Context: an optimization exercise on an open-source flow, tuned for small area and a short achievable clock period. The choices shown serve that exercise and are no tape-out recipe. Where RTL was checked, it was by simulation tests only, not by an equivalence proof against the original. The RTL of runs 1 and 2 was laid out without a check of its function. No activity file was given, so power comes from the tool's default toggle rates.

$ cat flow/design.v
module simple_ram
#(parameter DATA_WIDTH = 32, parameter ADDR_WIDTH = 9)
(
	input [(DATA_WIDTH-1):0] data,
	input [(ADDR_WIDTH-1):0] r_w_addr,
	input we, clk,
	output reg [(DATA_WIDTH-1):0] q
);
	reg [DATA_WIDTH-1:0] ram[2**ADDR_WIDTH-1:0];
	always @ (posedge clk)
	begin
		if (we)
			ram[r_w_addr] <= data;
		q <= ram[r_w_addr];
	end
endmodule
module gen_pack_TSE (
input clk_i,
input srst_i,
input [9:0]gen_address_AvMM_S_i,
input gen_write_AvMM_S_i,
input [31:0]gen_writedata_AvMM_S_i,
input gen_read_AvMM_S_i,
output [31:0]gen_readdata_AvMM_S_o,
output gen_readdatavalid_AvMM_S_o,
output gen_waitrequest_AvMM_S_o,
input [31:0]gen_readdata_AvMM_M_i,
input gen_waitrequest_AvMM_M_i,
output [7:0]gen_address_AvMM_M_o,
output gen_write_AvMM_M_o,
output [31:0]gen_writedata_AvMM_M_o,
output gen_read_AvMM_M_o,
input  gen_ready_i,
output [7:0]gen_data_o,
output gen_valid_o,
output gen_startofpacket_o,
output gen_endofpacket_o
);
localparam [31:0] VAL_NOT_FOUND         = 32'h404;
localparam [31:0] TSE_REG_VAL_RESET     = 32'h2008;
localparam [31:0] TSE_REG_VAL_RESET_COR = 32'h8;
localparam [31:0] TSE_REG_VAL_2_COMCONF = 32'h900001b;
localparam [13:0] GEN_VAL_PART_OF_SEC   = 14'h30d4;
localparam [2:0] IDLE         = 3'b000,
                 WORK_REG     = 3'b001,
                 WORK_RAM     = 3'b010,
                 TSE_RW       = 3'b011,
                 INIT_TSE_ST  = 3'b100,
                 INIT_TSE_RD  = 3'b101,
                 INIT_TSE_WR  = 3'b110,
                 INIT_TSE_CHK = 3'b111;
localparam [1:0] IDLE_ST = 2'b00,
                 SOP     = 2'b01,
                 SEND    = 2'b10,
                 EOP     = 2'b11;
logic [31:0] control, count_pack_reg, time_work, rand_val_speed;
logic [31:0] rdata_s;
logic        rvalid_s;
logic        waitreq_s;
logic [7:0]  addr_m;
logic        write_m;
logic [31:0] wdata_m;
logic        read_m;
logic        we_tv;
logic [5:0]  r_w_addr_tv;
logic [5:0]  r_w_addr_tv_ST;
logic [5:0]  ram_addr;
logic [31:0] q_tv;
logic [2:0]  state_MM;
logic [1:0]  state_ST;
logic [7:0]  data_o;
logic        valid_o;
logic        sop_o;
logic        eop_o;
logic [31:0] temp_val_data_tx;
logic [1:0]  count_32to8;
logic [8:0]  size_tv;
logic [10:0] count_end_tx;
logic [10:0] size_pack;
logic [31:0] count_pack_work;
logic        flag_startwork_tx;
logic        flag_set_control_0_bit;
logic [13:0] cout_one_sec;
logic [31:0] count_time_work;
logic [9:0]  work_speed;
logic [9:0]  wait_speed;
logic [9:0]  wait_speed_const;
logic [10:0] count_work_speed;
logic [10:0] rand_range;
logic        flag_range_1_ready;
logic        flag_range_2_ready;
logic        flag_range_3_ready;
logic [10:0] rand_range_1;
logic [10:0] rand_range_2;
logic [10:0] rand_range_3;
logic        flag_next_rand_size;
logic [10:0] rand_range_1_count;
logic [9:0]  rand_range_2_count;
logic [9:0]  rand_range_3_count;
logic [1:0]  range_queue;
logic [10:0] value_rnd_1;
logic [9:0]  value_rnd_2;
logic [9:0]  value_rnd_3;
simple_ram #(.DATA_WIDTH(32), .ADDR_WIDTH(6)) simple_ram_ex (
  .clk      (clk_i),
  .we       (we_tv),
  .data     (gen_writedata_AvMM_S_i),
  .r_w_addr (ram_addr),
  .q        (q_tv)
);
wire [9:0] a_s   = gen_address_AvMM_S_i;
wire       req_s = gen_write_AvMM_S_i | gen_read_AvMM_S_i;
wire [5:0] ram_offset = a_s[5:0] - 6'h10;
wire       m_ok  = ~gen_waitrequest_AvMM_M_i;
logic [2:0] next_MM;
always_comb begin
  next_MM = IDLE;
  case (state_MM)
    IDLE:         if (control[24])
                    next_MM = INIT_TSE_ST;
                  else if (a_s <= 10'h3 && req_s)
                    next_MM = WORK_REG;
                  else if (a_s >= 10'h10 && a_s <= 10'h17D && req_s)
                    next_MM = WORK_RAM;
                  else if (a_s >= 10'h200 && a_s <= 10'h2E3 && req_s)
                    next_MM = TSE_RW;
                  else
                    next_MM = IDLE;
    WORK_REG,
    WORK_RAM,
    TSE_RW:       next_MM = waitreq_s ? state_MM : IDLE;
    INIT_TSE_ST:  next_MM = m_ok ? INIT_TSE_RD : INIT_TSE_ST;
    INIT_TSE_RD:  next_MM = (m_ok && gen_readdata_AvMM_M_i == TSE_REG_VAL_RESET_COR) ? INIT_TSE_WR : INIT_TSE_RD;
    INIT_TSE_WR:  next_MM = m_ok ? INIT_TSE_CHK : INIT_TSE_WR;
    INIT_TSE_CHK: next_MM = m_ok ? IDLE : INIT_TSE_CHK;
    default:      next_MM = IDLE;
  endcase
end
logic [31:0] control_mm_n, count_pack_reg_n, time_work_n, rand_val_speed_n;
logic [31:0] rdata_s_n;
logic        rvalid_s_n, waitreq_s_n;
logic [7:0]  addr_m_n;
logic        write_m_n, read_m_n;
logic [31:0] wdata_m_n;
logic        we_tv_n;
logic [5:0]  r_w_addr_tv_n;
always_comb begin
  rvalid_s_n       = 1'b0;
  waitreq_s_n      = 1'b1;
  rdata_s_n        = 32'h0;
  we_tv_n          = 1'b0;
  write_m_n        = 1'b0;
  read_m_n         = 1'b0;
  addr_m_n         = addr_m;
  wdata_m_n        = wdata_m;
  r_w_addr_tv_n    = r_w_addr_tv;
  control_mm_n     = control;
  count_pack_reg_n = count_pack_reg;
  time_work_n      = time_work;
  rand_val_speed_n = rand_val_speed;
  if (flag_set_control_0_bit)
    control_mm_n[0] = 1'b0;
  case (next_MM)
    IDLE: begin
      if (!control[24]) begin
        if (gen_write_AvMM_S_i && waitreq_s)
          waitreq_s_n = 1'b0;
        if (gen_read_AvMM_S_i && !rvalid_s) begin
          waitreq_s_n = 1'b0;
          rdata_s_n   = VAL_NOT_FOUND;
          rvalid_s_n  = 1'b1;
        end
      end
      if (m_ok && gen_readdata_AvMM_M_i == TSE_REG_VAL_2_COMCONF)
        control_mm_n[24] = 1'b0;
    end
    WORK_REG: begin
      if (gen_write_AvMM_S_i) begin
        waitreq_s_n = 1'b0;
        if (a_s == 10'h0)      control_mm_n     = gen_writedata_AvMM_S_i;
        else if (a_s == 10'h1) count_pack_reg_n = gen_writedata_AvMM_S_i;
        else if (a_s == 10'h2) time_work_n      = gen_writedata_AvMM_S_i;
        else if (a_s == 10'h3) rand_val_speed_n = gen_writedata_AvMM_S_i;
      end
      if (gen_read_AvMM_S_i) begin
        waitreq_s_n = 1'b0;
        if (a_s[9:2] == 8'h0) begin
          rvalid_s_n = 1'b1;
          case (a_s[1:0])
            2'd0: rdata_s_n = control;
            2'd1: rdata_s_n = count_pack_reg;
            2'd2: rdata_s_n = time_work;
            2'd3: rdata_s_n = rand_val_speed;
          endcase
        end
      end
    end
    WORK_RAM: begin
      if (!control[0]) begin
        if (gen_write_AvMM_S_i) begin
          waitreq_s_n   = 1'b0;
          r_w_addr_tv_n = ram_offset;
          we_tv_n       = 1'b1;
        end
        if (gen_read_AvMM_S_i) begin
          r_w_addr_tv_n = ram_offset;
          if (r_w_addr_tv == ram_offset) begin
            waitreq_s_n = 1'b0;
            rdata_s_n   = q_tv;
            rvalid_s_n  = 1'b1;
          end
        end
      end
    end
    TSE_RW: begin
      if (gen_read_AvMM_S_i) begin
        addr_m_n = a_s[7:0];
        read_m_n = 1'b1;
        if (m_ok) begin
          waitreq_s_n = 1'b0;
          rdata_s_n   = gen_readdata_AvMM_M_i;
          rvalid_s_n  = 1'b1;
          read_m_n    = 1'b0;
        end
      end
      if (gen_write_AvMM_S_i) begin
        addr_m_n  = a_s[7:0];
        wdata_m_n = gen_writedata_AvMM_S_i;
        write_m_n = 1'b1;
        if (m_ok) begin
          waitreq_s_n = 1'b0;
          write_m_n   = 1'b0;
        end
      end
    end
    INIT_TSE_ST: begin
      addr_m_n  = 8'h2;
      wdata_m_n = TSE_REG_VAL_RESET;
      write_m_n = 1'b1;
    end
    INIT_TSE_RD: begin
      addr_m_n = 8'h2;
      read_m_n = 1'b1;
    end
    INIT_TSE_WR: begin
      addr_m_n  = 8'h2;
      wdata_m_n = TSE_REG_VAL_2_COMCONF;
      write_m_n = 1'b1;
    end
    INIT_TSE_CHK: begin
      addr_m_n = 8'h2;
      read_m_n = 1'b1;
    end
    default: ;
  endcase
end
logic [1:0] next_ST;
wire [10:0] cnt_p1 = count_end_tx + 11'h1;
wire        last1  = ({1'b0, count_end_tx} + 12'h1 == {1'b0, size_pack});
wire        last2  = ({1'b0, count_end_tx} + 12'h2 == {1'b0, size_pack});
always_comb begin
  next_ST = IDLE_ST;
  case (state_ST)
    IDLE_ST: next_ST = (control[0] && count_work_speed == 11'h0) ? SOP : IDLE_ST;
    SOP:     if (gen_ready_i && sop_o && control[0])
               next_ST = SEND;
             else if (r_w_addr_tv_ST == 6'd5)
               next_ST = IDLE_ST;
             else
               next_ST = SOP;
    SEND:    next_ST = (gen_ready_i && last1) ? EOP : SEND;
    EOP:     if (count_work_speed != 11'h0 && gen_ready_i)
               next_ST = IDLE_ST;
             else if (flag_startwork_tx && gen_ready_i)
               next_ST = SOP;
             else if (gen_ready_i)
               next_ST = IDLE_ST;
             else
               next_ST = EOP;
    default: next_ST = IDLE_ST;
  endcase
end
logic [7:0]  data_o_n;
logic        valid_o_n, sop_o_n, eop_o_n;
logic [5:0]  r_w_addr_tv_ST_n;
logic [1:0]  count_32to8_n;
logic [31:0] temp_val_data_tx_n;
logic [8:0]  size_tv_n;
logic [10:0] count_end_tx_n;
logic [31:0] count_pack_work_n;
logic        flag_startwork_tx_n;
logic        flag_set_n;
logic [7:0] byte_sel;
always_comb begin
  case (count_32to8)
    2'd0: byte_sel = temp_val_data_tx[7:0];
    2'd1: byte_sel = temp_val_data_tx[15:8];
    2'd2: byte_sel = temp_val_data_tx[23:16];
    2'd3: byte_sel = temp_val_data_tx[31:24];
  endcase
end
wire [31:0] cpw_p1 = count_pack_work + 32'h1;
always_comb begin
  data_o_n            = data_o;
  valid_o_n           = valid_o;
  sop_o_n             = 1'b0;
  eop_o_n             = eop_o;
  r_w_addr_tv_ST_n    = r_w_addr_tv_ST;
  count_32to8_n       = count_32to8;
  temp_val_data_tx_n  = temp_val_data_tx;
  size_tv_n           = size_tv;
  count_end_tx_n      = count_end_tx;
  count_pack_work_n   = count_pack_work;
  flag_startwork_tx_n = flag_startwork_tx;
  flag_set_n          = 1'b0;
  case (next_ST)
    IDLE_ST: begin
      r_w_addr_tv_ST_n = flag_startwork_tx ? 6'd0 : 6'd1;
      data_o_n       = 8'h0;
      valid_o_n      = 1'b0;
      eop_o_n        = 1'b0;
      count_32to8_n  = 2'd0;
      size_tv_n      = 9'd0;
      count_end_tx_n = 11'd0;
      if (!control[0])
        count_pack_work_n = 32'h0;
    end
    SOP: begin
      r_w_addr_tv_ST_n = control[0] ? 6'd0 : 6'd5;
      if (r_w_addr_tv_ST == 6'd0)
        count_end_tx_n = 11'd1;
      if (count_end_tx == 11'd1) begin
        temp_val_data_tx_n = q_tv;
        data_o_n           = q_tv[7:0];
        valid_o_n          = 1'b1;
        sop_o_n            = 1'b1;
        count_32to8_n      = 2'd1;
        size_tv_n          = 9'd0;
      end
      else if (!control[0])
        flag_startwork_tx_n = 1'b0;
      else if (flag_startwork_tx) begin
        count_end_tx_n     = 11'd1;
        temp_val_data_tx_n = q_tv;
        data_o_n           = q_tv[7:0];
        valid_o_n          = 1'b1;
        sop_o_n            = 1'b1;
        count_32to8_n      = 2'd1;
        size_tv_n          = 9'd0;
      end
      eop_o_n = 1'b0;
    end
    SEND: begin
      valid_o_n = 1'b1;
      if (gen_ready_i) begin
        data_o_n = byte_sel;
        if (count_32to8 == 2'd1)
          r_w_addr_tv_ST_n = size_tv[5:0] + 6'h1;
        count_end_tx_n = cnt_p1;
        count_32to8_n  = count_32to8 + 2'h1;
        if (count_32to8 == 2'd3) begin
          size_tv_n          = size_tv + 9'h1;
          temp_val_data_tx_n = q_tv;
        end
        if (last2) begin
          r_w_addr_tv_ST_n = 6'd0;
          if (!control[2]) begin
            count_pack_work_n = cpw_p1;
            if (cpw_p1 >= count_pack_reg)
              flag_set_n = 1'b1;
          end
          else if (count_time_work >= time_work)
            flag_set_n = 1'b1;
        end
      end
    end
    EOP: begin
      valid_o_n = 1'b1;
      if (gen_ready_i) begin
        data_o_n       = byte_sel;
        count_end_tx_n = cnt_p1;
        count_32to8_n  = count_32to8 + 2'h1;
        if (count_32to8 == 2'd3) begin
          size_tv_n          = size_tv + 9'h1;
          temp_val_data_tx_n = q_tv;
        end
        r_w_addr_tv_ST_n = 6'd0;
        if (last1)
          eop_o_n = 1'b1;
        flag_startwork_tx_n = 1'b1;
      end
    end
  endcase
end
always_ff @(posedge clk_i) begin
  if (srst_i) begin
    state_MM       <= IDLE;
    rdata_s        <= 32'h0;
    rvalid_s       <= 1'b0;
    waitreq_s      <= 1'b1;
    control        <= 32'h0;
    count_pack_reg <= 32'h0;
    time_work      <= 32'h0;
    rand_val_speed <= 32'h0;
    we_tv          <= 1'b0;
    r_w_addr_tv    <= 6'h0;
    ram_addr       <= 6'h0;
    state_ST          <= IDLE_ST;
    data_o            <= 8'h0;
    valid_o           <= 1'b0;
    sop_o             <= 1'b0;
    eop_o             <= 1'b0;
    r_w_addr_tv_ST    <= 6'h0;
    count_32to8       <= 2'h0;
    temp_val_data_tx  <= 32'h0;
    size_tv           <= 9'h0;
    count_end_tx      <= 11'h0;
    count_pack_work   <= 32'h0;
    flag_startwork_tx <= 1'b0;
    flag_set_control_0_bit <= 1'b0;
  end
  else begin
    state_MM       <= next_MM;
    rdata_s        <= rdata_s_n;
    rvalid_s       <= rvalid_s_n;
    waitreq_s      <= waitreq_s_n;
    control        <= control_mm_n;
    count_pack_reg <= count_pack_reg_n;
    time_work      <= time_work_n;
    rand_val_speed <= rand_val_speed_n;
    we_tv          <= we_tv_n;
    r_w_addr_tv    <= r_w_addr_tv_n;
    ram_addr       <= control_mm_n[0] ? r_w_addr_tv_ST_n : r_w_addr_tv_n;
    state_ST          <= next_ST;
    data_o            <= data_o_n;
    valid_o           <= valid_o_n;
    sop_o             <= sop_o_n;
    eop_o             <= eop_o_n;
    r_w_addr_tv_ST    <= r_w_addr_tv_ST_n;
    count_32to8       <= count_32to8_n;
    temp_val_data_tx  <= temp_val_data_tx_n;
    size_tv           <= size_tv_n;
    count_end_tx      <= count_end_tx_n;
    count_pack_work   <= count_pack_work_n;
    flag_startwork_tx <= flag_startwork_tx_n;
    flag_set_control_0_bit <= flag_set_n;
  end
end
always_ff @(posedge clk_i) begin
  write_m <= write_m_n;
  read_m  <= read_m_n;
  addr_m  <= addr_m_n;
  wdata_m <= wdata_m_n;
end
always_ff @(posedge clk_i) begin
  if (srst_i) begin
    cout_one_sec    <= 14'h0;
    count_time_work <= 32'h0;
  end
  else if (!control[0]) begin
    cout_one_sec    <= 14'h0;
    count_time_work <= 32'h0;
  end
  else if (cout_one_sec >= GEN_VAL_PART_OF_SEC) begin
    cout_one_sec    <= 14'h0;
    count_time_work <= count_time_work + 32'h1;
  end
  else
    cout_one_sec <= cout_one_sec + 14'h1;
end
wire [9:0] spd = rand_val_speed[31:22];
always_ff @(posedge clk_i) begin
  if (srst_i) begin
    work_speed       <= 10'h0;
    wait_speed       <= 10'h0;
    wait_speed_const <= 10'h0;
    count_work_speed <= 11'h0;
  end
  else begin
    wait_speed_const <= 10'h000 - spd;
    if (control[0]) begin
      if (valid_o) begin
        if ({1'b0, work_speed} + 11'h1 < {1'b0, spd})
          work_speed <= work_speed + 10'h1;
        else if (spd < 10'd1000) begin
          work_speed       <= 10'h0;
          count_work_speed <= count_work_speed + 11'h1;
        end
      end
      else if (count_work_speed != 11'h0) begin
        if ({1'b0, wait_speed} + 11'h1 < {1'b0, wait_speed_const})
          wait_speed <= wait_speed + 10'h1;
        else begin
          count_work_speed <= count_work_speed - 11'h1;
          wait_speed       <= 10'h0;
        end
      end
    end
    else begin
      work_speed       <= 10'h0;
      count_work_speed <= 11'h0;
      wait_speed       <= 10'h0;
    end
  end
end
wire [10:0] rmin = rand_val_speed[10:0];
wire        next_is_eop = (next_ST == EOP);
always_ff @(posedge clk_i) begin
  if (srst_i) begin
    size_pack           <= 11'd62;
    flag_next_rand_size <= 1'b0;
    range_queue         <= 2'h0;
    rand_range_1_count  <= 11'h0;
    rand_range_2_count  <= 10'h0;
    rand_range_3_count  <= 10'h0;
    value_rnd_1         <= 11'h0;
    value_rnd_2         <= 10'h0;
    value_rnd_3         <= 10'h0;
  end
  else begin
    if (!control[1])
      size_pack <= (control[13:3] >= 11'd62) ? control[13:3] : 11'd62;
    else if (rand_range == 11'h0)
      size_pack <= 11'd62;
    if (flag_range_1_ready && flag_range_2_ready && flag_range_3_ready && !flag_next_rand_size && !next_is_eop) begin
      range_queue         <= range_queue + 2'h1;
      flag_next_rand_size <= 1'b1;
      if ((range_queue[0] ||
           (range_queue == 2'd2 && {1'b0, rand_range_2_count} >= rand_range_2) ||
           (range_queue == 2'd0 && {1'b0, rand_range_3_count} >= rand_range_3)) &&
          rand_range_1_count < rand_range_1) begin
        rand_range_1_count <= rand_range_1_count + 11'h1;
        value_rnd_1        <= (value_rnd_1 << 2) + value_rnd_1 + 11'h1;
        size_pack          <= value_rnd_1 + rmin;
      end
      else if ((range_queue != 2'd0 ||
                {1'b0, rand_range_3_count} >= rand_range_3) &&
               {1'b0, rand_range_2_count} < rand_range_2) begin
        rand_range_2_count <= rand_range_2_count + 10'h1;
        value_rnd_2        <= (value_rnd_2 << 2) + value_rnd_2 + 10'h1;
        size_pack          <= {1'b0, value_rnd_2} + rmin + rand_range_1;
      end
      else if ({1'b0, rand_range_3_count} < rand_range_3) begin
        rand_range_3_count <= rand_range_3_count + 10'h1;
        value_rnd_3        <= value_rnd_3 + 10'h1;
        size_pack          <= {1'b0, value_rnd_3} + rmin + rand_range_1 + rand_range_2;
      end
    end
    if (flag_next_rand_size && next_is_eop) begin
      flag_next_rand_size <= 1'b0;
      if (rand_range_1_count >= rand_range_1 &&
          {1'b0, rand_range_2_count} >= rand_range_2 &&
          {1'b0, rand_range_3_count} >= rand_range_3) begin
        rand_range_1_count <= 11'h0;
        rand_range_2_count <= 10'h0;
        rand_range_3_count <= 10'h0;
        value_rnd_1        <= 11'h0;
        value_rnd_2        <= 10'h0;
        value_rnd_3        <= 10'h0;
      end
      if      (rand_range_1 == 11'h400) value_rnd_1 <= {1'b0, value_rnd_1[9:0]};
      else if (rand_range_1 == 11'h200) value_rnd_1 <= {2'b0, value_rnd_1[8:0]};
      else if (rand_range_1 == 11'h100) value_rnd_1 <= {3'b0, value_rnd_1[7:0]};
      else if (rand_range_1 == 11'h080) value_rnd_1 <= {4'b0, value_rnd_1[6:0]};
      else if (rand_range_1 == 11'h040) value_rnd_1 <= {5'b0, value_rnd_1[5:0]};
      else if (rand_range_1 == 11'h020) value_rnd_1 <= {6'b0, value_rnd_1[4:0]};
      else if (rand_range_1 == 11'h010) value_rnd_1 <= {7'b0, value_rnd_1[3:0]};
      else if (rand_range_1 == 11'h008) value_rnd_1 <= {8'b0, value_rnd_1[2:0]};
      else if (rand_range_1 == 11'h004) value_rnd_1 <= {9'b0, value_rnd_1[1:0]};
      else if (rand_range_1 == 11'h002) value_rnd_1 <= {10'b0, value_rnd_1[0]};
      if      (rand_range_2 == 11'h200) value_rnd_2 <= {1'b0, value_rnd_2[8:0]};
      else if (rand_range_2 == 11'h100) value_rnd_2 <= {2'b0, value_rnd_2[7:0]};
      else if (rand_range_2 == 11'h080) value_rnd_2 <= {3'b0, value_rnd_2[6:0]};
      else if (rand_range_2 == 11'h040) value_rnd_2 <= {4'b0, value_rnd_2[5:0]};
      else if (rand_range_2 == 11'h020) value_rnd_2 <= {5'b0, value_rnd_2[4:0]};
      else if (rand_range_2 == 11'h010) value_rnd_2 <= {6'b0, value_rnd_2[3:0]};
      else if (rand_range_2 == 11'h008) value_rnd_2 <= {7'b0, value_rnd_2[2:0]};
      else if (rand_range_2 == 11'h004) value_rnd_2 <= {8'b0, value_rnd_2[1:0]};
      else if (rand_range_2 == 11'h002) value_rnd_2 <= {9'b0, value_rnd_2[0]};
    end
  end
end
function automatic [10:0] pow2_below(input [10:0] r, input bit top1024);
  if (top1024 && r > 11'h400) pow2_below = 11'h400;
  else if (r > 11'h200) pow2_below = 11'h200;
  else if (r > 11'h100) pow2_below = 11'h100;
  else if (r > 11'h080) pow2_below = 11'h080;
  else if (r > 11'h040) pow2_below = 11'h040;
  else if (r > 11'h020) pow2_below = 11'h020;
  else if (r > 11'h010) pow2_below = 11'h010;
  else if (r > 11'h008) pow2_below = 11'h008;
  else if (r > 11'h004) pow2_below = 11'h004;
  else if (r > 11'h002) pow2_below = 11'h002;
  else pow2_below = 11'h000;
endfunction
wire [10:0] rr_left = rand_range - rand_range_1;
always_ff @(posedge clk_i) begin
  if (srst_i) begin
    flag_range_1_ready <= 1'b0;
    flag_range_2_ready <= 1'b0;
    flag_range_3_ready <= 1'b0;
    rand_range_1       <= 11'h0;
    rand_range_2       <= 11'h0;
    rand_range_3       <= 11'h0;
    rand_range         <= 11'h0;
  end
  else begin
    if (control[0] && control[1])
      rand_range <= rand_val_speed[21:11] - rand_val_speed[10:0] + 11'h1;
    else begin
      flag_range_1_ready <= 1'b0;
      flag_range_2_ready <= 1'b0;
      flag_range_3_ready <= 1'b0;
      rand_range         <= 11'h0;
    end
    if (rand_range != 11'h0) begin
      if (!flag_range_1_ready) begin
        rand_range_1       <= pow2_below(rand_range, 1'b1);
        flag_range_1_ready <= 1'b1;
      end
      else if (!flag_range_2_ready) begin
        rand_range_2       <= pow2_below(rr_left, 1'b0);
        flag_range_2_ready <= 1'b1;
      end
      else if (!flag_range_3_ready) begin
        rand_range_3       <= rr_left - rand_range_2;
        flag_range_3_ready <= 1'b1;
      end
    end
  end
end
assign gen_readdata_AvMM_S_o      = rdata_s;
assign gen_readdatavalid_AvMM_S_o = rvalid_s;
assign gen_waitrequest_AvMM_S_o   = waitreq_s;
assign gen_address_AvMM_M_o   = addr_m;
assign gen_write_AvMM_M_o     = write_m;
assign gen_writedata_AvMM_M_o = wdata_m;
assign gen_read_AvMM_M_o      = read_m;
assign gen_data_o          = data_o;
assign gen_valid_o         = valid_o;
assign gen_startofpacket_o = sop_o;
assign gen_endofpacket_o   = eop_o;
endmodule
$ cat flow/run.sh
#!/bin/bash
# synth_recipe.tcl (not shown) runs the flow's synth.tcl, then flattens the netlist and writes it again
# the make line also repeats each setting of config.mk as NAME=value (left out here)
make -C /OpenROAD-flow-scripts/flow DESIGN_CONFIG=/design/flow/config.mk WORK_HOME=/design/flow/orfs CLKGATE_MAP_FILE= SYNTH_SCRIPT=/design/flow/synth_recipe.tcl finish
$ cat flow/config.mk
export PLATFORM = sky130hd
export DESIGN_NAME = gen_pack_TSE
export DESIGN_NICKNAME = gen_pack_TSE
export VERILOG_FILES = /design/flow/design.v
export SDC_FILE = /design/flow/constraint.sdc
export NUM_CORES = 4
export LEC_CHECK = 0
export CAP_MARGIN = 20
export CORE_MARGIN = 2
export CORE_UTILIZATION = 45
export PLACE_DENSITY = 0.6
export SETUP_SLACK_MARGIN = 5
export SLEW_MARGIN = 20
export TNS_END_PERCENT = 100
$ cat flow/constraint.sdc
create_clock -name core_clock -period 8.0 [get_ports {clk_i}]
set_input_delay 1.6000 -clock core_clock [delete_from_list [all_inputs] [get_ports {clk_i}]]
set_output_delay 1.6000 -clock core_clock [all_outputs]
set_load 0.01 [all_outputs]
==> run notes, run 1 <==
The flow ran to the end and the layout has no timing, DRC or antenna violations. The worst relative slew slack is 14.5%. Setup violations remaining at the end of the flow were counted as 0. The total of buffers placed on input and output ports came out at 166. The number of nets handed over by synthesis was 7,970. The critical path is of the reg2reg type.

The overall die height came out at 489 µm. The number of global-route vias before repair is 69.7k. The cell area that synthesis handed to floorplanning was 106,000 µm². The total number of clock tree sinks came out at 2,611.

Summed over all failing endpoints, the final setup total negative slack is 0 ns. The top-level I/O count is 167. The capturing element type of the critical path is a flip-flop. The maximum ir drop on the vdd rail came out at 0.239 mV.

TritonCTS built the clock tree. The H-tree was split into 5 levels. Of all nets on the critical path, the largest fanout is 4. The region available for standard cell placement spans 233,000 µm².

Global routing consumed, over all layers together, 29.0% of the routing resources. The detailed-route via count is 73.9k. Of the available clock period, the critical path in the final layout requires 43.5%.

After clock tree synthesis, the flow added hold-fix buffers numbering 0. The half-perimeter wire length after placement came out at 196 mm. The area enclosed by the die boundary came out at 239,000 µm². The area taken by flip-flops and latches came out at 73,400 µm².

The fraction of final layout cells sized beyond drive strength 1 came out at 25.2%. The area share of the leading cell type in the synthesized netlist is 59.3%. The register bit count reported by yosys is 2,611. The required time at the endpoint of the critical path is 8.79 ns.

Clock-pin slew was measured on the worst setup and hold paths at 0.06 ns. Data arrives at the worst endpoint at 4.27 ns. The maximum frequency from static timing analysis came out at 0.288 GHz. The number of flip-flops in the largest register came out at 2,048. The number of warning messages in the yosys log came out at 2. The power density normalized to cell area came out at 235 nW/µm². By area, the combinational part of the netlist is dominated by compound AO/OA/AOI/OAI gates. The clock latency of the later-clocked register in the worst-skew pair is 0.94 ns. The internal power summed over all cells is 23.0 mW.

The multiplexer area fraction after synthesis came out at 1.19%. The mean number of vias per cell came out at 6.37. For this design the static power due to leakage is 43.2 nW.

The utilization of the core after routing came out at 55.9%. The initial core utilization came out at 45.4%. The number of nets still failing antenna checks after routing came out at 0.

The slew at the pin with the worst max-slew slack is 1.28 ns. The sequential share of the synthesized area came out at 69.2%. The commonest cells after synthesis are edfxtp_1, a22oi_1, dfxtp_1, nand2_1, nor2_1. The number of max-cap violations came out at 0. In this run the cell area measured after placement is 112,000 µm². In the post-synthesis netlist, the biggest area contributors are edfxtp_1, dfxtp_1, a22oi_1. The number of hold-slack violations in the final timing report is 0. For this run, asynchronously set or reset flops after synthesis account for 0%. The synthesized instance count is 7,628. Averaged over all synthesized cells, the footprint is 13.9 µm². The clock share of power came out at 42.0%. The switching power total came out at 7.56 mW. The final routed wire length divided by cell count came out at 31.6 µm. The synthesized-area fraction occupied by and/or/nand/nor cells came out at 7.68%. Setup repair after global routing could not meet its margin everywhere. The area growth from synthesis to layout is 23.3%. The total placed cells including tap cells is 10.6k.

In the final layout, the multi-input gates occupy 35,400 µm². The remaining global-route overflow came out at 0. The worst hold path belongs to the class reg2reg.

The die width came out at 489 µm. No sink is reached through more buffers than the 4 on the longest clock path. The count of cell types in the netlist is 97. The final critical-path required period came out at 3.48 ns.

The most frequent cell after synthesis is edfxtp_1. For this run, design rule violations remaining after detail routing come to 0. The number of fillers in the final layout came out at 18.5k. The sequential fraction of design power is 49.3%. The number of max-slew violations in the final report came to 0.

The synthesized design spends more area on one cell type than any other, namely edfxtp_1. The tree is rooted in a clkbuf_16. The total power draw is 30.6 mW.

The number of placement rows is 177. The largest net degree at the start of global routing is 110. The cell area after layout is 130,000 µm².

At the end of routability-driven placement, the weighted congestion stood at 0.935. The final clock skew is 0.0545 ns. The count of cells in the finished layout, fillers not included, comes to 11.6k. The combinational power share came out at 8.7%.

The final layout contains 8,590 nets. The top register by number of flip-flops is simple_ram_ex.ram. Among all flip-flop cells after synthesis, the most frequent one is edfxtp_1. STA classifies the critical path startpoint as a flip-flop. The net switching fraction of the power is 24.7%.

The XOR/XNOR share of the synthesized area came out at 1.97%. TritonCTS created 296 clock buffers. The adder-cell share of the synthesized area is 3.34%. The first TritonRoute pass finished after 6 iterations. In this run, the number of DRC markers left after iteration 0 of detailed routing was 10.2k. The number of antenna violations at the first check in global routing is 19. The first-pass GRT wire length came out at 501 mm. The post-synthesis compound-gate area fraction is 14.2%. The wire length after detailed routing is 366 mm. The number of enable flip-flop cells after synthesis is 2,088.
## metrics by stage
| stage | hold slack [ns] | setup WS, ns |
|---|---|---|
| after floorplan | 0.429 | 4.08 |
| after global placement | 0.434 | 2.48 |
| after detailed placement | 0.445 | 2.46 |
| after CTS | 0.455 | 4.62 |
| after global routing | 0.474 | 4.39 |
| final | 0.458 | 4.52 |
## path summary, 6_finish.rpt
kind / start / endpoint / slack, ns / cells after the start
worst max register to register: count_pack_work[0] / flag_set_control_0_bit / 4.52 / 16
worst min register to register: temp_val_data_tx[0] / temp_val_data_tx[0] / 0.46 / 2
worst max-delay path: count_pack_work[0] / flag_set_control_0_bit / 4.52 / 16
worst min-delay path: temp_val_data_tx[0] / temp_val_data_tx[0] / 0.46 / 2
## layout make-up
| class | instances | area share [%] |
|---|---|---|
| Antenna cell | 8 | 0.0154 |
| Clock buffer | 379 | 6.07 |
| Clock inverter | 118 | 0.805 |
| Inverter | 195 | 0.602 |
| Multi-Input combinational cell | 4397 | 27.2 |
| Sequential cell | 2611 | 56.3 |
| Tap cell | 3132 | 3.01 |
| Timing Repair Buffer | 747 | 6.00 |
## critical path, cell delays in order, from the launching register on
cell	delay [ns]
dfxtp_4	0.38
ha_4	0.15
nand3_4	0.07
nor2_4	0.10
and3_4	0.21
nand3_4	0.10
nor2_4	0.20
buf_6	0.14
buf_6	0.08
nand4_1	0.18
xnor2_2	0.24
ha_2	0.33
nand4_1	0.13
o211ai_1	0.18
buf_4	0.19
o2111ai_2	0.23
a211oi_4	0.42
## cell families after synthesis
| kind of cell | count (synthesis) |
|---|---|
| xor gates and xnor gates | 236 |
| muxes | 86 |
| AOI/OAI and AO/OA | 2115 |
| and+or+nand+nor | 1669 |
| DFF | 2611 |
| buffers and inverters | 649 |
| adders and majority gates | 262 |
## power groups by stage
stage               clock (mW)  combinational, mW  sequential, mW
finish                    12.8               2.66            15.1
global route              13.5               2.72            15.1
CTS                       12.9               2.37            15.1
detailed placement           0               2.22            15.3
global placement             0               2.20            15.4
floorplan                    0               1.05            15.1
## layer usage
metal	global-route usage [%]	vias to the layer above	part of all wire [%]
met4	13.2	0	5.2
met2	44.8	4518	45
met5	0	-	0
met3	6.47	811	11
li1	-	31300	-
met1	39.2	37200	38
## cells in the final DEF (no fill, tap or decap), types with 117 or more instances in the layout
master / count
a22o_1: 187
inv_1: 182
a21oi_1: 237
a31oi_1: 143
nand2_1: 362
nand3_1: 117
nand4_1: 158
clkbuf_16: 314
a21oi_2: 170
buf_6: 150
nor2_1: 320
dfxtp_1: 425
buf_4: 352
edfxtp_1: 2088
a221oi_1: 183
a22oi_1: 688
ha_1: 206
## repair_timing
action,CTS,global route
pin swaps,294,315
cloned,46,23
setup endpoints to repair,2504,1014
resized for setup,1147,663
buffers inserted,237,133
==> inputs of run 2 (changes only) <==
--- a/flow/config.mk
+++ b/flow/config.mk
@@ -7,8 +7,8 @@
 export LEC_CHECK = 0
 export CAP_MARGIN = 20
 export CORE_MARGIN = 2
-export CORE_UTILIZATION = 45
-export PLACE_DENSITY = 0.6
-export SETUP_SLACK_MARGIN = 5
+export CORE_UTILIZATION = 55
+export PLACE_DENSITY = 0.65
+export SETUP_SLACK_MARGIN = 4.5
 export SLEW_MARGIN = 20
 export TNS_END_PERCENT = 100
==> run 2 against run 1 <==
Effect of this change:
- routed wire length down 9.8%
- final cell count is 8.2% lower
- sequential share of layout area increased by 3.7 points
- critical endpoint unchanged
- largest power group unchanged
==> run notes, run 2 <==
The worst relative slew slack was 20.0% (was 14.5%). The wire length on met1 came out at 128 mm (was 140 mm). The number of fillers in the final layout is 13.9k (was 18.5k). The longest individual stage delay on the worst path is 0.38 ns (was 0.42 ns). The combined global-route utilization of all metal layers came to 32.8% (was 29.0%). Result of the run: no timing/DRC/antenna violations (unchanged). The number of antenna violations at the first check in global routing is 14 (was 19). The total number of clock tree sinks came to 2,611 (unchanged). The detailed-router iteration count before antenna repair was 6 (unchanged).

The number of max-cap violations is 0 (unchanged). The number of nets at the end of the flow came out at 8,262 (was 8,590). The placer's final routability congestion estimate is 0.935 (about the same). The worst hold-check path type is reg2reg (unchanged).

The top-level I/O count is 167 (unchanged). The proportion of register bits with asynchronous set or reset after synthesis is 0% (unchanged). The final clock skew came to 0.0593 ns (was 0.0545 ns).

The most frequent cell after synthesis was edfxtp_1 (unchanged). Most instantiated cells after synthesis: edfxtp_1, a22oi_1, dfxtp_1, nand2_1, nor2_1 (unchanged). The number of nets still failing antenna checks after routing is 0 (unchanged). The wire length after detailed routing came out at 330 mm (was 366 mm). The cell type contributing the most total cell area after synthesis is edfxtp_1 (unchanged).

The maximum ir drop on the vdd rail is 0.229 mV (was 0.239 mV). The number of nets in the synthesized netlist came out at 7,970 (unchanged). The area growth from synthesis to layout came out at 15.5% (was 23.3%). The total power draw came out at 29.9 mW (was 30.6 mW).

The slowest library cell on the worst path is dfxtp_4 (was a211oi_4). The clock share of power came to 41.9% (was 42.0%). The initial core utilization was 55.5% (was 45.4%). The number of hold-slack violations in the final timing report came out at 0 (unchanged). The combinational power share came out at 7.7% (was 8.7%). The prevailing post-synth register cell was edfxtp_1 (unchanged). The maximum frequency from static timing analysis came out at 0.276 GHz (was 0.288 GHz). The post-placement worst setup slack is 2.37 ns (was 2.46 ns). The number of enable flip-flop cells after synthesis is 2,088 (unchanged).

The fraction of final layout cells sized beyond drive strength 1 came out at 14.0% (was 25.2%). The slew at the pin with the worst max-slew slack came out at 1.20 ns (was 1.28 ns). The switching power total is 7.14 mW (was 7.56 mW). The register bit count reported by yosys came out at 2,611 (unchanged). The leakage power figure came out at 40.0 nW (was 43.2 nW).

The highest net fanout along the worst path was 5 (was 4). The clock input transition at the sequential cells of the worst setup and hold paths was 0.06 ns (about the same). The net switching fraction of the power is 23.9% (was 24.7%). The largest net degree at the start of global routing is 108 (was 110). The cell chosen for the clock root is clkbuf_16 (unchanged).

The number of placement rows is 160 (was 177). The top register by number of flip-flops is simple_ram_ex.ram (unchanged). The sequential fraction of design power is 50.4% (was 49.3%). The overall die height is 442 µm (was 489 µm). The number of CTS-inserted buffers came to 285 (was 296). The setup TNS is 0 ns (unchanged). The synthesized instance count is 7,628 (unchanged). The area occupied by multi-input gates is 31,800 µm² (was 35,400 µm²). The number of DRC violations after detailed-routing iteration 0 is 9,357 (was 10.2k). The required time at the endpoint of the critical path is 8.70 ns (was 8.79 ns).

The number of max-slew violations in the final report is 0 (unchanged). The buffer levels on the longest clock path was 4 (unchanged). The clock latency of the later-clocked register in the worst-skew pair was 0.93 ns (was 0.94 ns).

The type of origin of the critical path is a flip-flop (unchanged). The CTS H-tree depth was 5 (unchanged). The CTS tree is done (unchanged).

Most used cells in the layout excluding fill and tap cells: edfxtp_1, a22oi_1, dfxtp_1 (unchanged). The capturing element type of the critical path is a flip-flop (unchanged). The total of buffers placed on input and output ports is 166 (unchanged). The final worst slack came to 4.37 ns (was 4.52 ns). The area share of the leading cell type in the synthesized netlist was 59.3% (unchanged). The half-perimeter wire length after placement is 190 mm (was 196 mm). The residual DRC count came out at 0 (unchanged). The mean number of vias per cell came out at 6.68 (was 6.37).

The most frequent standard cell in the layout excluding fill and tap cells is edfxtp_1 (unchanged). The netlist area before placement was 106,000 µm² (unchanged). The highest layer used for signal routing is met5 (was met4). The post-synthesis area per instance is 13.9 µm² (unchanged). The sequential share of the synthesized area is 69.2% (unchanged).

Cells taking the most area after synthesis: edfxtp_1, dfxtp_1, a22oi_1 (unchanged). The count of cell types in the netlist is 97 (unchanged). The data arrival time of the critical path came out at 4.32 ns (was 4.27 ns). The final routed wire length divided by cell count is 31.0 µm (was 31.6 µm).

The die width came out at 442 µm (was 489 µm). The area taken by flip-flops and latches was 73,300 µm² (was 73,400 µm²). The power density normalized to cell area is 245 nW/µm² (was 235 nW/µm²).

The total met3 wirelength after detailed routing came out at 32.8 mm (was 41.9 mm). The final count of negative-setup-slack endpoints is 0 (unchanged). Setup repair after global routing missed its margin: yes (unchanged). Crit-path cells: ha_4, nand3_4, nor2_4, and3_4, nand3_4, nor2_4, and4_4, nand3_2, xnor2_2, ha_1, nor2b_1, o21ai_0, o211ai_1, buf_4, buf_4, or3_1, a21oi_2, a211oi_2 (was ha_4, nand3_4, nor2_4, and3_4, nand3_4, nor2_4, buf_6, buf_6, nand4_1, xnor2_2, ha_2, nand4_1, o211ai_1, buf_4, o2111ai_2, a211oi_4). The number of global-route vias before repair is 66.1k (was 69.7k). The first-pass GRT wire length is 468 mm (was 501 mm). The final critical-path required period came out at 3.63 ns (was 3.48 ns). The number of flip-flops in the largest register is 2,048 (unchanged). The area enclosed by the die boundary is 196,000 µm² (was 239,000 µm²). The internal power summed over all cells came out at 22.8 mW (was 23.0 mW). The detailed-route via count is 71.0k (was 73.9k). The area inside the core boundary is 191,000 µm² (was 233,000 µm²). The type of the setup path with the least slack was reg2reg (unchanged).

The remaining global-route overflow came out at 0 (unchanged). The number of warning messages in the yosys log is 2 (unchanged). The final critical-path share of the clock period came out at 45.3% (was 43.5%). The length of routed met2 wiring came out at 149 mm (was 165 mm).
run 2: cell counts after synthesis:
No cell type changed its count.
run 2: cell type report:
cell class / count / share of cell area (%)
diodes: 4 / 0.00820
clock buffers: 367 / 6.34
clock inverters: 117 / 0.833
inverters: 195 / 0.627
multi-input cells: 4373 / 26.0
flip-flops and latches: 2611 / 60.0
well taps: 2511 / 2.57
repair buffers: 454 / 3.57
run 2: what timing repair did:
action                                   CTS  global route
endpoints found under the setup margin  1432           562
pin swaps                                 42            90
hold buffers                               0             0
cloned                                    12             5
endpoints found under the hold margin      0             0
buffers inserted                          47            43
resized for setup                        249           243
run 2: final timing paths:
path	from	to	slack (ns)	depth (start not counted)
min	temp_val_data_tx[1]	temp_val_data_tx[1]	0.45	2
min reg2reg	temp_val_data_tx[1]	temp_val_data_tx[1]	0.45	2
max	count_pack_work[1]	flag_set_control_0_bit	4.37	18
max reg2reg	count_pack_work[1]	flag_set_control_0_bit	4.37	18
run 2: power groups by stage:
stage / logic (mW) / clock network, mW / registers (mW)
finish: 2.29 / 12.5 / 15.1
floorplan: 1.03 / 0 / 15.1
global route: 2.36 / 13.1 / 15.1
detailed placement: 2.17 / 0 / 15.4
global placement: 2.15 / 0 / 15.4
CTS: 2.22 / 12.6 / 15.1
run 2: cells by family (layout without fill, tap and decap cells):
group	count (synthesis)	in the layout	share of synthesized area [%]
AO/OA/AOI/OAI	2115	2115	14.2
XOR/XNOR	236	236	1.97
adder cells (fa/ha/maj)	262	262	3.34
buffers and inverters	649	1133	2.40
flip-flops	2611	2611	69.2
multiplexers	86	86	1.19
other	0	4	0
AND/OR/NAND/NOR	1669	1674	7.68
run 2: worst max-delay path: cells and delay by family (launching register included):
| family | cells | cell delay, ns |
|---|---|---|
| AOI/OAI and AO/OA | 4 | 0.46 |
| xor gates and xnor gates | 1 | 0.17 |
| adders and majority gates | 2 | 0.46 |
| buffers and inverters | 2 | 0.33 |
| DFF | 1 | 0.38 |
| and+or+nand+nor | 9 | 1.60 |
run 2: metal layers:
metal	vias up	global-route usage, %
li1	30500	-
met1	35800	45.1
met2	3930	50.1
met3	739	5.97
met4	8	17.1
met5	-	0
run 2: stage by stage:
| stage | area [µm²] | instances | hold slack, ns | util, % |
|---|---|---|---|---|
| 4_1_cts | 121000 | 10600 | 0.451 | 63.4 |
| 2_1_floorplan | 106000 | 7628 | 0.429 | - |
| 6_report | 122000 | 10600 | 0.452 | 64.0 |
| 3_5_place_dp | 111000 | 10000 | 0.443 | 58.1 |
| 3_3_place_gp | 111000 | 10000 | 0.434 | 58.1 |
| 5_1_grt | 122000 | 10600 | 0.464 | 64.0 |
==> inputs of run 3 (changes only) <==
--- a/flow/design.v
+++ b/flow/design.v
@@ -66,7 +66,6 @@
 logic [5:0]  r_w_addr_tv_ST;
 logic [5:0]  ram_addr;
 logic [31:0] q_tv;
-logic [2:0]  state_MM;
 logic [1:0]  state_ST;
 logic [7:0]  data_o;
 logic        valid_o;
@@ -77,7 +76,7 @@
 logic [8:0]  size_tv;
 logic [10:0] count_end_tx;
 logic [10:0] size_pack;
-logic [31:0] count_pack_work;
+logic [31:0] count_pack_work1;    
 logic        flag_startwork_tx;
 logic        flag_set_control_0_bit;
 logic [13:0] cout_one_sec;
@@ -112,30 +111,24 @@
 wire       req_s = gen_write_AvMM_S_i | gen_read_AvMM_S_i;
 wire [5:0] ram_offset = a_s[5:0] - 6'h10;
 wire       m_ok  = ~gen_waitrequest_AvMM_M_i;
-logic [2:0] next_MM;
-always_comb begin
-  next_MM = IDLE;
-  case (state_MM)
-    IDLE:         if (control[24])
-                    next_MM = INIT_TSE_ST;
-                  else if (a_s <= 10'h3 && req_s)
-                    next_MM = WORK_REG;
-                  else if (a_s >= 10'h10 && a_s <= 10'h17D && req_s)
-                    next_MM = WORK_RAM;
-                  else if (a_s >= 10'h200 && a_s <= 10'h2E3 && req_s)
-                    next_MM = TSE_RW;
-                  else
-                    next_MM = IDLE;
-    WORK_REG,
-    WORK_RAM,
-    TSE_RW:       next_MM = waitreq_s ? state_MM : IDLE;
-    INIT_TSE_ST:  next_MM = m_ok ? INIT_TSE_RD : INIT_TSE_ST;
-    INIT_TSE_RD:  next_MM = (m_ok && gen_readdata_AvMM_M_i == TSE_REG_VAL_RESET_COR) ? INIT_TSE_WR : INIT_TSE_RD;
-    INIT_TSE_WR:  next_MM = m_ok ? INIT_TSE_CHK : INIT_TSE_WR;
-    INIT_TSE_CHK: next_MM = m_ok ? IDLE : INIT_TSE_CHK;
-    default:      next_MM = IDLE;
-  endcase
-end
+wire in_reg = (a_s[9:2] == 8'h0);                                    
+wire in_ram = ~a_s[9] & (a_s[8] ? (~a_s[7] & ~(&a_s[6:1]))           
+                                : (a_s[7:4] != 4'h0));               
+wire in_tse = a_s[9] & ~a_s[8] & ~((&a_s[7:5]) & (a_s[4:2] != 3'h0));  
+logic s_idle, s_reg, s_ram, s_tse, s_ist, s_ird, s_iwr, s_ichk;
+wire idle_ok = s_idle & ~control[24];
+wire rd_cor  = (gen_readdata_AvMM_M_i == TSE_REG_VAL_RESET_COR);
+wire rd_conf = (gen_readdata_AvMM_M_i == TSE_REG_VAL_2_COMCONF);
+wire n_reg  = (idle_ok & req_s & in_reg) | (s_reg & waitreq_s);
+wire n_ram  = (idle_ok & req_s & in_ram) | (s_ram & waitreq_s);
+wire n_tse  = (idle_ok & req_s & in_tse) | (s_tse & waitreq_s);
+wire n_ist  = (s_idle & control[24]) | (s_ist & ~m_ok);
+wire n_ird  = (s_ist & m_ok) | (s_ird & ~(m_ok & rd_cor));
+wire n_iwr  = (s_ird & m_ok & rd_cor) | (s_iwr & ~m_ok);
+wire n_ichk = (s_iwr & m_ok) | (s_ichk & ~m_ok);
+wire n_idle = (idle_ok & ~(req_s & (in_reg | in_ram | in_tse))) |
+              ((s_reg | s_ram | s_tse) & ~waitreq_s) |
+              (s_ichk & m_ok);
 logic [31:0] control_mm_n, count_pack_reg_n, time_work_n, rand_val_speed_n;
 logic [31:0] rdata_s_n;
 logic        rvalid_s_n, waitreq_s_n;
@@ -144,115 +137,54 @@
 logic [31:0] wdata_m_n;
 logic        we_tv_n;
 logic [5:0]  r_w_addr_tv_n;
+wire rd_s = gen_read_AvMM_S_i;
+wire wr_s = gen_write_AvMM_S_i;
+wire ack_404 = n_idle & ~control[24] & rd_s & ~rvalid_s;
+wire ack_reg = n_reg & rd_s & in_reg;
+wire ram_hit = (r_w_addr_tv == ram_offset);
+wire ack_ram = n_ram & ~control[0] & rd_s & ram_hit;
+wire ack_tse = n_tse & rd_s & m_ok;
+logic [31:0] reg_sel;
+always_comb
+  case (a_s[1:0])
+    2'd0: reg_sel = control;
+    2'd1: reg_sel = count_pack_reg;
+    2'd2: reg_sel = time_work;
+    2'd3: reg_sel = rand_val_speed;
+  endcase
+wire wr_reg = n_reg & wr_s & in_reg;
 always_comb begin
-  rvalid_s_n       = 1'b0;
-  waitreq_s_n      = 1'b1;
-  rdata_s_n        = 32'h0;
-  we_tv_n          = 1'b0;
-  write_m_n        = 1'b0;
-  read_m_n         = 1'b0;
-  addr_m_n         = addr_m;
-  wdata_m_n        = wdata_m;
-  r_w_addr_tv_n    = r_w_addr_tv;
+  rvalid_s_n  = ack_404 | ack_reg | ack_ram | ack_tse;
+  waitreq_s_n = ~((n_idle & ~control[24] & ((wr_s & waitreq_s) | (rd_s & ~rvalid_s))) |
+                  (n_reg & req_s) |
+                  (n_ram & ~control[0] & (wr_s | (rd_s & ram_hit))) |
+                  (n_tse & req_s & m_ok));
+  rdata_s_n   = ({32{ack_404}} & VAL_NOT_FOUND) |
+                ({32{ack_reg}} & reg_sel) |
+                ({32{ack_ram}} & q_tv) |
+                ({32{ack_tse}} & gen_readdata_AvMM_M_i);
+  we_tv_n       = n_ram & ~control[0] & wr_s;
+  r_w_addr_tv_n = (n_ram & ~control[0] & req_s) ? ram_offset : r_w_addr_tv;
   control_mm_n     = control;
   count_pack_reg_n = count_pack_reg;
   time_work_n      = time_work;
   rand_val_speed_n = rand_val_speed;
   if (flag_set_control_0_bit)
     control_mm_n[0] = 1'b0;
-  case (next_MM)
-    IDLE: begin
-      if (!control[24]) begin
-        if (gen_write_AvMM_S_i && waitreq_s)
-          waitreq_s_n = 1'b0;
-        if (gen_read_AvMM_S_i && !rvalid_s) begin
-          waitreq_s_n = 1'b0;
-          rdata_s_n   = VAL_NOT_FOUND;
-          rvalid_s_n  = 1'b1;
-        end
-      end
-      if (m_ok && gen_readdata_AvMM_M_i == TSE_REG_VAL_2_COMCONF)
-        control_mm_n[24] = 1'b0;
-    end
-    WORK_REG: begin
-      if (gen_write_AvMM_S_i) begin
-        waitreq_s_n = 1'b0;
-        if (a_s == 10'h0)      control_mm_n     = gen_writedata_AvMM_S_i;
-        else if (a_s == 10'h1) count_pack_reg_n = gen_writedata_AvMM_S_i;
-        else if (a_s == 10'h2) time_work_n      = gen_writedata_AvMM_S_i;
-        else if (a_s == 10'h3) rand_val_speed_n = gen_writedata_AvMM_S_i;
-      end
-      if (gen_read_AvMM_S_i) begin
-        waitreq_s_n = 1'b0;
-        if (a_s[9:2] == 8'h0) begin
-          rvalid_s_n = 1'b1;
-          case (a_s[1:0])
-            2'd0: rdata_s_n = control;
-            2'd1: rdata_s_n = count_pack_reg;
-            2'd2: rdata_s_n = time_work;
-            2'd3: rdata_s_n = rand_val_speed;
-          endcase
-        end
-      end
-    end
-    WORK_RAM: begin
-      if (!control[0]) begin
-        if (gen_write_AvMM_S_i) begin
-          waitreq_s_n   = 1'b0;
-          r_w_addr_tv_n = ram_offset;
-          we_tv_n       = 1'b1;
-        end
-        if (gen_read_AvMM_S_i) begin
-          r_w_addr_tv_n = ram_offset;
-          if (r_w_addr_tv == ram_offset) begin
-            waitreq_s_n = 1'b0;
-            rdata_s_n   = q_tv;
-            rvalid_s_n  = 1'b1;
-          end
-        end
-      end
-    end
-    TSE_RW: begin
-      if (gen_read_AvMM_S_i) begin
-        addr_m_n = a_s[7:0];
-        read_m_n = 1'b1;
-        if (m_ok) begin
-          waitreq_s_n = 1'b0;
-          rdata_s_n   = gen_readdata_AvMM_M_i;
-          rvalid_s_n  = 1'b1;
-          read_m_n    = 1'b0;
-        end
-      end
-      if (gen_write_AvMM_S_i) begin
-        addr_m_n  = a_s[7:0];
-        wdata_m_n = gen_writedata_AvMM_S_i;
-        write_m_n = 1'b1;
-        if (m_ok) begin
-          waitreq_s_n = 1'b0;
-          write_m_n   = 1'b0;
-        end
-      end
-    end
-    INIT_TSE_ST: begin
-      addr_m_n  = 8'h2;
-      wdata_m_n = TSE_REG_VAL_RESET;
-      write_m_n = 1'b1;
-    end
-    INIT_TSE_RD: begin
-      addr_m_n = 8'h2;
-      read_m_n = 1'b1;
-    end
-    INIT_TSE_WR: begin
-      addr_m_n  = 8'h2;
-      wdata_m_n = TSE_REG_VAL_2_COMCONF;
-      write_m_n = 1'b1;
-    end
-    INIT_TSE_CHK: begin
-      addr_m_n = 8'h2;
-      read_m_n = 1'b1;
-    end
-    default: ;
-  endcase
+  if (n_idle & m_ok & rd_conf)
+    control_mm_n[24] = 1'b0;
+  if (wr_reg)
+    case (a_s[1:0])
+      2'd0: control_mm_n     = gen_writedata_AvMM_S_i;
+      2'd1: count_pack_reg_n = gen_writedata_AvMM_S_i;
+      2'd2: time_work_n      = gen_writedata_AvMM_S_i;
+      2'd3: rand_val_speed_n = gen_writedata_AvMM_S_i;
+    endcase
+  write_m_n = (n_tse & wr_s & ~m_ok) | n_ist | n_iwr;
+  read_m_n  = (n_tse & rd_s & ~m_ok) | n_ird | n_ichk;
+  addr_m_n  = n_tse ? a_s[7:0] : 8'h2;
+  wdata_m_n = n_ist ? TSE_REG_VAL_RESET :
+              n_iwr ? TSE_REG_VAL_2_COMCONF : gen_writedata_AvMM_S_i;
 end
 logic [1:0] next_ST;
 wire [10:0] cnt_p1 = count_end_tx + 11'h1;
@@ -287,7 +219,7 @@
 logic [31:0] temp_val_data_tx_n;
 logic [8:0]  size_tv_n;
 logic [10:0] count_end_tx_n;
-logic [31:0] count_pack_work_n;
+logic [31:0] count_pack_work1_n;
 logic        flag_startwork_tx_n;
 logic        flag_set_n;
 logic [7:0] byte_sel;
@@ -299,7 +231,6 @@
     2'd3: byte_sel = temp_val_data_tx[31:24];
   endcase
 end
-wire [31:0] cpw_p1 = count_pack_work + 32'h1;
 always_comb begin
   data_o_n            = data_o;
   valid_o_n           = valid_o;
@@ -310,7 +241,7 @@
   temp_val_data_tx_n  = temp_val_data_tx;
   size_tv_n           = size_tv;
   count_end_tx_n      = count_end_tx;
-  count_pack_work_n   = count_pack_work;
+  count_pack_work1_n  = count_pack_work1;
   flag_startwork_tx_n = flag_startwork_tx;
   flag_set_n          = 1'b0;
   case (next_ST)
@@ -323,7 +254,7 @@
       size_tv_n      = 9'd0;
       count_end_tx_n = 11'd0;
       if (!control[0])
-        count_pack_work_n = 32'h0;
+        count_pack_work1_n = 32'h1;
     end
     SOP: begin
       r_w_addr_tv_ST_n = control[0] ? 6'd0 : 6'd5;
@@ -365,8 +296,8 @@
         if (last2) begin
           r_w_addr_tv_ST_n = 6'd0;
           if (!control[2]) begin
-            count_pack_work_n = cpw_p1;
-            if (cpw_p1 >= count_pack_reg)
+            count_pack_work1_n = count_pack_work1 + 32'h1;
+            if (count_pack_work1 >= count_pack_reg)
               flag_set_n = 1'b1;
           end
           else if (count_time_work >= time_work)
@@ -394,7 +325,8 @@
 end
 always_ff @(posedge clk_i) begin
   if (srst_i) begin
-    state_MM       <= IDLE;
+    s_idle <= 1'b1; s_reg <= 1'b0; s_ram <= 1'b0; s_tse <= 1'b0;
+    s_ist  <= 1'b0; s_ird <= 1'b0; s_iwr <= 1'b0; s_ichk <= 1'b0;
     rdata_s        <= 32'h0;
     rvalid_s       <= 1'b0;
     waitreq_s      <= 1'b1;
@@ -415,12 +347,13 @@
     temp_val_data_tx  <= 32'h0;
     size_tv           <= 9'h0;
     count_end_tx      <= 11'h0;
-    count_pack_work   <= 32'h0;
+    count_pack_work1  <= 32'h1;
     flag_startwork_tx <= 1'b0;
     flag_set_control_0_bit <= 1'b0;
   end
   else begin
-    state_MM       <= next_MM;
+    s_idle <= n_idle; s_reg <= n_reg; s_ram <= n_ram; s_tse <= n_tse;
+    s_ist  <= n_ist;  s_ird <= n_ird; s_iwr <= n_iwr; s_ichk <= n_ichk;
     rdata_s        <= rdata_s_n;
     rvalid_s       <= rvalid_s_n;
     waitreq_s      <= waitreq_s_n;
@@ -441,7 +374,7 @@
     temp_val_data_tx  <= temp_val_data_tx_n;
     size_tv           <= size_tv_n;
     count_end_tx      <= count_end_tx_n;
-    count_pack_work   <= count_pack_work_n;
+    count_pack_work1  <= count_pack_work1_n;
     flag_startwork_tx <= flag_startwork_tx_n;
     flag_set_control_0_bit <= flag_set_n;
   end
--- a/flow/config.mk
+++ b/flow/config.mk
@@ -7,8 +7,8 @@
 export LEC_CHECK = 0
 export CAP_MARGIN = 20
 export CORE_MARGIN = 2
-export CORE_UTILIZATION = 55
-export PLACE_DENSITY = 0.65
-export SETUP_SLACK_MARGIN = 4.5
+export CORE_UTILIZATION = 45
+export PLACE_DENSITY = 0.6
+export SETUP_SLACK_MARGIN = 5
 export SLEW_MARGIN = 20
 export TNS_END_PERCENT = 100
==> run 3 against run 2 <==
Effect of this change:
- combinational power decreased by 23%
- hold slack gained 0.0032 ns
- cell area is 4.4% higher
- worst setup slack improved by 0.21 ns
- first-iteration DRC count rose by 9.1%
- synthesized area fell by 0.55%
- fmax grew 6.0%
- routed wire length up 12%
- utilization shrank 9.2 points
- sequential power is essentially flat
==> run notes, run 3 <==
Result of the run: no timing/DRC/antenna violations (unchanged). The number of global-route vias before repair is 68.6k (was 66.1k). The final count of negative-setup-slack endpoints came out at 0 (unchanged). The number of antenna violations at the first check in global routing is 20 (was 14). The area growth from synthesis to layout is 21.2% (was 15.5%).

The maximum ir drop on the vdd rail is 0.175 mV (was 0.229 mV). Setup repair after global routing missed its margin: yes (unchanged). The prevailing post-synth register cell is edfxtp_1 (unchanged). The number of nets in the synthesized netlist is 7,916 (was 7,970). The combined global-route utilization of all metal layers is 29.2% (was 32.8%). The cell type contributing the most total cell area after synthesis is edfxtp_1 (unchanged). The top-level I/O count came out at 167 (unchanged).

The initial core utilization is 45.2% (was 55.5%). The clock latency of the later-clocked register in the worst-skew pair came out at 0.91 ns (was 0.93 ns). The remaining global-route overflow came out at 0 (unchanged). Most used cells in the layout excluding fill and tap cells: edfxtp_1, a22oi_1, nand2_1 (was edfxtp_1, a22oi_1, dfxtp_1). The worst hold-check path type was reg2reg (unchanged).

The number of max-cap violations came out at 0 (unchanged). The number of flip-flops in the largest register came out at 2,048 (unchanged). The type of origin of the critical path is a flip-flop (unchanged). The most frequent standard cell in the layout excluding fill and tap cells was edfxtp_1 (unchanged). The first-pass GRT wire length is 501 mm (was 468 mm). The cell chosen for the clock root is clkbuf_16 (unchanged). The number of hold-slack violations in the final timing report is 0 (unchanged). The number of max-slew violations in the final report is 0 (unchanged). The worst relative slew slack came out at 25.8% (was 20.0%). The final critical-path required period came out at 3.42 ns (was 3.63 ns). The detailed-route via count is 73.6k (was 71.0k).

The capturing element type of the critical path is a flip-flop (unchanged). The area inside the core boundary is 232,000 µm² (was 191,000 µm²). The area share of the leading cell type in the synthesized netlist came out at 58.5% (was 59.3%).

The final critical-path share of the clock period came out at 42.8% (was 45.3%). The final clock skew is 0.0547 ns (was 0.0593 ns). The CTS H-tree depth is 5 (unchanged). The highest net fanout along the worst path came to 4 (was 5).

The synthesized instance count is 7,577 (was 7,628). Cells taking the most area after synthesis: edfxtp_1, dfxtp_1, a22oi_1 (unchanged). The placer's final routability congestion estimate came out at 0.910 (was 0.935).

The area enclosed by the die boundary was 237,000 µm² (was 196,000 µm²). The fraction of final layout cells sized beyond drive strength 1 came to 21.0% (was 14.0%). The register bit count reported by yosys came to 2,616 (was 2,611). The number of CTS-inserted buffers came out at 287 (was 285). The CTS tree is done (unchanged). The type of the setup path with the least slack was reg2reg (unchanged). The number of nets at the end of the flow is 8,494 (was 8,262). The wire length after detailed routing is 370 mm (was 330 mm).

The slew at the pin with the worst max-slew slack came to 1.11 ns (was 1.20 ns). The count of cell types in the netlist came out at 99 (was 97). The number of DRC violations after detailed-routing iteration 0 is 10.2k (was 9,357). The required time at the endpoint of the critical path came out at 8.76 ns (was 8.70 ns). The setup TNS came out at 0 ns (unchanged). Most instantiated cells after synthesis: edfxtp_1, a22oi_1, dfxtp_1, nand2_1, nor2_1 (unchanged). The post-synthesis area per instance came to 13.9 µm² (about the same). The most frequent cell after synthesis is edfxtp_1 (unchanged).

The proportion of register bits with asynchronous set or reset after synthesis was 0% (unchanged). The data arrival time of the critical path is 4.18 ns (was 4.32 ns). The number of enable flip-flop cells after synthesis was 2,048 (was 2,088). The number of nets still failing antenna checks after routing is 0 (unchanged). The top register by number of flip-flops is simple_ram_ex.ram (unchanged). The number of warning messages in the yosys log came out at 2 (unchanged). The power density normalized to cell area came out at 228 nW/µm² (was 245 nW/µm²). The mean number of vias per cell came to 6.46 (was 6.68). The half-perimeter wire length after placement came to 197 mm (was 190 mm). The cell count of the worst hold path came to 2 (unchanged). The detailed-router iteration count before antenna repair is 8 (was 6).

The number of placement rows is 177 (was 160). The final worst slack came to 4.58 ns (was 4.37 ns). The total number of clock tree sinks came out at 2,616 (was 2,611). The sequential share of the synthesized area is 69.3% (was 69.2%). The clock input transition at the sequential cells of the worst setup and hold paths was 0.06 ns (about the same). The largest net degree at the start of global routing is 114 (was 108).

The buffer levels on the longest clock path came out at 4 (unchanged). The overall die height is 487 µm (was 442 µm). The post-placement worst setup slack came out at 2.24 ns (was 2.37 ns). The residual DRC count is 0 (unchanged). The total of buffers placed on input and output ports is 166 (unchanged). The final routed wire length divided by cell count is 32.5 µm (was 31.0 µm). The maximum frequency from static timing analysis came out at 0.292 GHz (was 0.276 GHz). The die width came out at 487 µm (was 442 µm).

The number of cells on the worst reg-to-reg path is 13 (was 18). The netlist area before placement came out at 105,000 µm² (was 106,000 µm²). The leakage power figure is 41.5 nW (was 40.0 nW).
run 3: changes by cell type in the layout (fill, tap and decap cells not counted), moves of 31 or more:
| cell | previous run | this run |
|---|---|---|
| buf_2 | 36 | 75 |
| xor2_1 | 110 | 72 |
| dfxtp_2 | 28 | 65 |
| buf_4 | 217 | 380 |
| a21oi_1 | 362 | 327 |
| a22oi_1 | 721 | 643 |
| clkdlybuf4s50_1 | 88 | 34 |
| nand4_1 | 158 | 111 |
| buf_6 | 33 | 116 |
| edfxtp_1 | 2088 | 2048 |
| a222oi_1 | 8 | 39 |
run 3: critical path: stages (launching register included):
cell and delay [ns]:
dfxtp_4 0.39, fa_1 0.50, fa_1 0.52, ha_2 0.19
inv_2 0.04, fa_2 0.36, nor2b_4 0.16, o2111ai_4 0.14
a31oi_2 0.23, or3_1 0.15, a311oi_2 0.09, a311o_1 0.30
a31oi_1 0.17, nor2_1 0.05
run 3: path summary, 6_finish.rpt:
path                   end  slack [ns]            start
max reg2reg  size_pack[10]        4.58  rand_range_1[2]
min            control[18]        0.46      control[18]
max          size_pack[10]        4.58  rand_range_1[2]
min reg2reg    control[18]        0.46      control[18]
run 3: layer usage:
| layer | share of wire, % | GRT usage (%) |
|---|---|---|
| met1 | 39 | 40.4 |
| met2 | 46 | 46.7 |
| met3 | 10 | 4.75 |
| met4 | 4.4 | 10.4 |
| met5 | 0.0035 | 0 |
run 3: where the power goes:
group | switching, mW | leakage [nW] | total (mW) | internal [mW]
Combinational | 1.24 | 14.3 | 1.77 | 0.528
Clock | 5.27 | 4.18 | 12.4 | 7.13
Sequential | 0.161 | 23.1 | 14.9 | 14.7
run 3: area by class of cell:
| cell class | instances | area (µm²) |
|---|---|---|
| fill | 18600 | 105000 |
| sequential | 2616 | 73100 |
| multi-input combinational | 4329 | 33700 |
| clock buffer | 364 | 7720 |
| timing repair buffer | 721 | 7420 |
| tap | 3043 | 3810 |
| clock inverter | 115 | 823 |
| inverter | 200 | 800 |
| antenna | 6 | 15.0 |
run 3: logic make-up (layout without fill, tap and decap cells):
| group | count (synthesis) | in the layout | synth area share, % |
|---|---|---|---|
| adder cells (fa/ha/maj) | 259 | 259 | 3.33 |
| AO/OA/AOI/OAI | 2108 | 2112 | 14.4 |
| buffers and inverters | 644 | 1400 | 2.37 |
| multiplexers | 98 | 98 | 1.32 |
| flip-flops | 2616 | 2616 | 69.3 |
| AND/OR/NAND/NOR | 1659 | 1667 | 7.66 |
| XOR/XNOR | 193 | 193 | 1.61 |
| other | 0 | 6 | 0 |
run 3: what timing repair did:
item | 4_1_cts | 5_1_grt
resized for setup | 819 | 366
hold buffers | 0 | 0
pin swaps | 118 | 170
setup buffers | 141 | 162
endpoints found under the setup margin | 2314 | 588
gates cloned | 26 | 40
run 3: through the flow:
stage	util [%]	hold WS, ns	power (mW)	cells	area, µm²
after floorplan	-	0.432	15.7	7577	107000
after global placement	48.2	0.439	16.6	10500	112000
after detailed placement	48.2	0.447	16.6	10500	112000
after CTS	53.2	0.454	28.9	11200	124000
after global routing	54.8	0.476	29.7	11400	127000
final	54.9	0.455	29.0	11400	127000

-- static timing again, ports no longer ideal --
Ports are ideal in the flow. The routed layouts listed here were re-timed in OpenROAD.
Step 1 (the two cells are an assumption about what drives the block):
set clk [get_ports {clk_i}]
set_driving_cell -lib_cell sky130_fd_sc_hd__clkbuf_16 $clk
set_driving_cell -lib_cell sky130_fd_sc_hd__buf_2 [delete_from_list [all_inputs] $clk]
Step 2 times the ports against the registers' clock, not the clock port: input delays grow and output delays shrink by t, the midpoint of the rising clock arrivals with the driver on.
a / b / c = ideal / step 1 / step 2; a / b = the first two.
| run | t, ns | setup WS [ns] | worst setup path at the end |
|---|---|---|---|
| run 1 | 1.014 | 4.523 / 4.523 / 3.588 | input to register |
| run 2 | 0.990 | 4.375 / 4.375 / 3.524 | input to register |
| run 3 | 0.986 | 4.580 / 4.580 / 3.947 | input to register |
After both steps setup and hold are still met in every run listed. For run 1, which loses most, drivers alone change the setup slack by 0.000 ns; drivers and shift together by -0.935 ns.
